Source: an optimization exercise on an open RTL-to-GDS flow (aim: small area, a short achievable clock period and few clock cycles per item). Production flows keep margins and buffers that such runs may drop.
Only simulation tests tie the RTL to the original design; equivalence was not proved.

==> flow/design.v (excerpt) <==
module serial_multiplier (
    input  logic        clk,
    input  logic        rst,
    input  logic        start,
    input  logic [2:0]  funct3,         
    input  logic [31:0] A,
    input  logic [31:0] B,
    output logic [63:0] result_64,      
    output logic [31:0] result,         
    output logic        ready,
    output logic        stall
);
    logic        busy;
    logic [32:0] a;                     
    logic [7:0]  one, two, neg;         
    logic        d16;                   
    logic        hi_sel;                
    logic [33:0] hs, hc;                
    logic [15:0] lo_s, lo_c;            
    logic [0:0]  cnt;
    logic        first;                 
    logic        xg;                    
    logic        kg;                    
    logic        cin;                   
    logic [16:0] l;                     
    wire a_sgn = (funct3 != 3'b011);
    wire b_sgn = funct3[2] | ~funct3[1];
    function automatic logic [23:0] booth(input logic [16:0] t);
        logic [7:0] o, w, n;
        for (int i = 0; i < 8; i++) begin
            o[i] = t[2*i+1] ^ t[2*i];
            w[i] = (t[2*i+2] & ~t[2*i+1] & ~t[2*i]) | (~t[2*i+2] & t[2*i+1] & t[2*i]);
            n[i] = t[2*i+2] & ~(t[2*i+1] & t[2*i]);
        end
        booth = {n, w, o};
    endfunction
    function automatic logic [33:0] pprow(input logic o, input logic w, input logic n,
                                          input logic [32:0] m);
        logic [33:0] p;
        p = (({34{o}} & {m[32], m}) | ({34{w}} & {m, 1'b0})) ^ {34{n}};
        pprow = {~p[33], p[32:0]};
    endfunction
    wire [33:0] u0 = pprow(one[0], two[0], neg[0], a);
    wire [33:0] u1 = pprow(one[1], two[1], neg[1], a);
    wire [33:0] u2 = pprow(one[2], two[2], neg[2], a);
    wire [33:0] u3 = pprow(one[3], two[3], neg[3], a);
    wire [33:0] u4 = pprow(one[4], two[4], neg[4], a);
    wire [33:0] u5 = pprow(one[5], two[5], neg[5], a);
    wire [33:0] u6 = pprow(one[6], two[6], neg[6], a);
    wire [33:0] u7 = pprow(one[7], two[7], neg[7], a);
    wire [32:0] xr = a & {33{xg}};
  ...
Size in the first run: roughly 1900 cells after synthesis, ~180 flip-flops.
Settings: LEC_CHECK=0, CAP_MARGIN=20, CORE_MARGIN=2, CORE_UTILIZATION=50, SETUP_SLACK_MARGIN=1.2, SLEW_MARGIN=20, SYNTH_HIERARCHICAL=1, SYNTH_MINIMUM_KEEP_SIZE=0; clock period 5.5 ns.
standard.sh (not shown) runs the stock make flow with config.mk's settings and CLKGATE_MAP_FILE= SYNTH_SCRIPT=/design/flow/synth_recipe.tcl, a recipe that flattens the netlist after the stock synthesis.
==> flow/flow/run.sh <==
#!/bin/bash
# Own layout flow: the standard flow, with two placement/sizing knobs changed.
# - the port buffers are buf_1 cells (the standard flow's buffer_ports picks a
#   delay buffer, clkdlybuf4s50_1, for every port);
# - the resizer may change a cell to one with another footprint (the platform
#   sets MATCH_CELL_FOOTPRINT=1), so a flip-flop can be upsized.
# Synthesis is the standard synthesis, unchanged.
set -euo pipefail
bash standard.sh synth > flow_synth.log 2>&1
sed -e 's|^make -C |make MATCH_CELL_FOOTPRINT=0 "BUFFER_PORTS_ARGS=-buffer_cell sky130_fd_sc_hd__buf_1" -C |' standard.sh > layout.sh
grep -q 'MATCH_CELL_FOOTPRINT=0' layout.sh
bash layout.sh finish > flow_layout.log 2>&1
Testbench counts at the start, summed over its fixed seeds: cycles 9,608, items 3,200.
Edit:
--- a/flow/design.v
+++ b/flow/design.v
@@ -483,16 +483,17 @@
     assign cs_c[46] = has14;
     assign cs_s[47] = hac14;
     assign cs_c[47] = fs300;
     assign cs_s[48] = ux[32];
     assign cs_c[48] = fc300;
     assign cs_s[49] = 1'b0;
     assign cs_c[49] = 1'b0;
+    wire [17:0] lo_w = {1'b0, lo_s, 1'b1} + {1'b0, lo_c, cin};
+    wire [16:0] lo_sum = lo_w[17:1];
     wire [48:0] pw = {hs[31:0], lo_s, 1'b1} + {hc[31:0], lo_c, cin};
-    wire [16:0] lo_sum = {pw[17] ^ hs[0] ^ hc[0], pw[16:1]};
     assign result_64 = {pw[48:1], l[16:1]};
     assign result    = hi_sel ? result_64[63:32] : result_64[31:0];
     assign stall     = busy;
     always_ff @(posedge clk or posedge rst) begin
         if (rst) begin
             busy  <= 1'b0;
             ready <= 1'b0;
Outcome:
- first-iteration DRC count went down by 6.7%
- die area came out lower by 1.6%
- count of clock-buffer cells in the layout grows by 2
- utilization is lower by 0.23 points
- non-clock buffer count decreases by 3
- wire length fell by 1.5%
- clock skew is lower by 0.0036 ns
Testbench counts after the change, summed over its fixed seeds: cycles 9,608, items 3,200.

[port drivers added, routing unchanged]
In the flow no input, the clock included, has a driving cell. The finished layouts below were timed again as built, in two steps. Step 1: set_driving_cell puts a clkbuf_16 on clk and a buf_2 on each other input, an assumption about the parent block. Step 2 adds t to the input delays and takes it off the output delays; t is the mean of the earliest and latest rising clock arrival at the registers after step 1. Input paths then give back, and output paths get back, about the clock's delay inside the block. Slacks: ideal ports / drivers / drivers and shift; pairs: ideal ports / drivers.
| run | t (ns) | slack for setup (ns) | hold slack, ns | worst slew at a driven data input, ns |
|---|---|---|---|---|
| the first run | 0.530 | 1.224 / 1.168 / 1.265 | 0.425 / 0.399 / 0.443 | 0.05 |
| the second run | 0.526 | 1.111 / 1.055 / 1.277 | 0.427 / 0.415 / 0.427 | 0.05 |
After both steps every run listed still meets setup and hold.
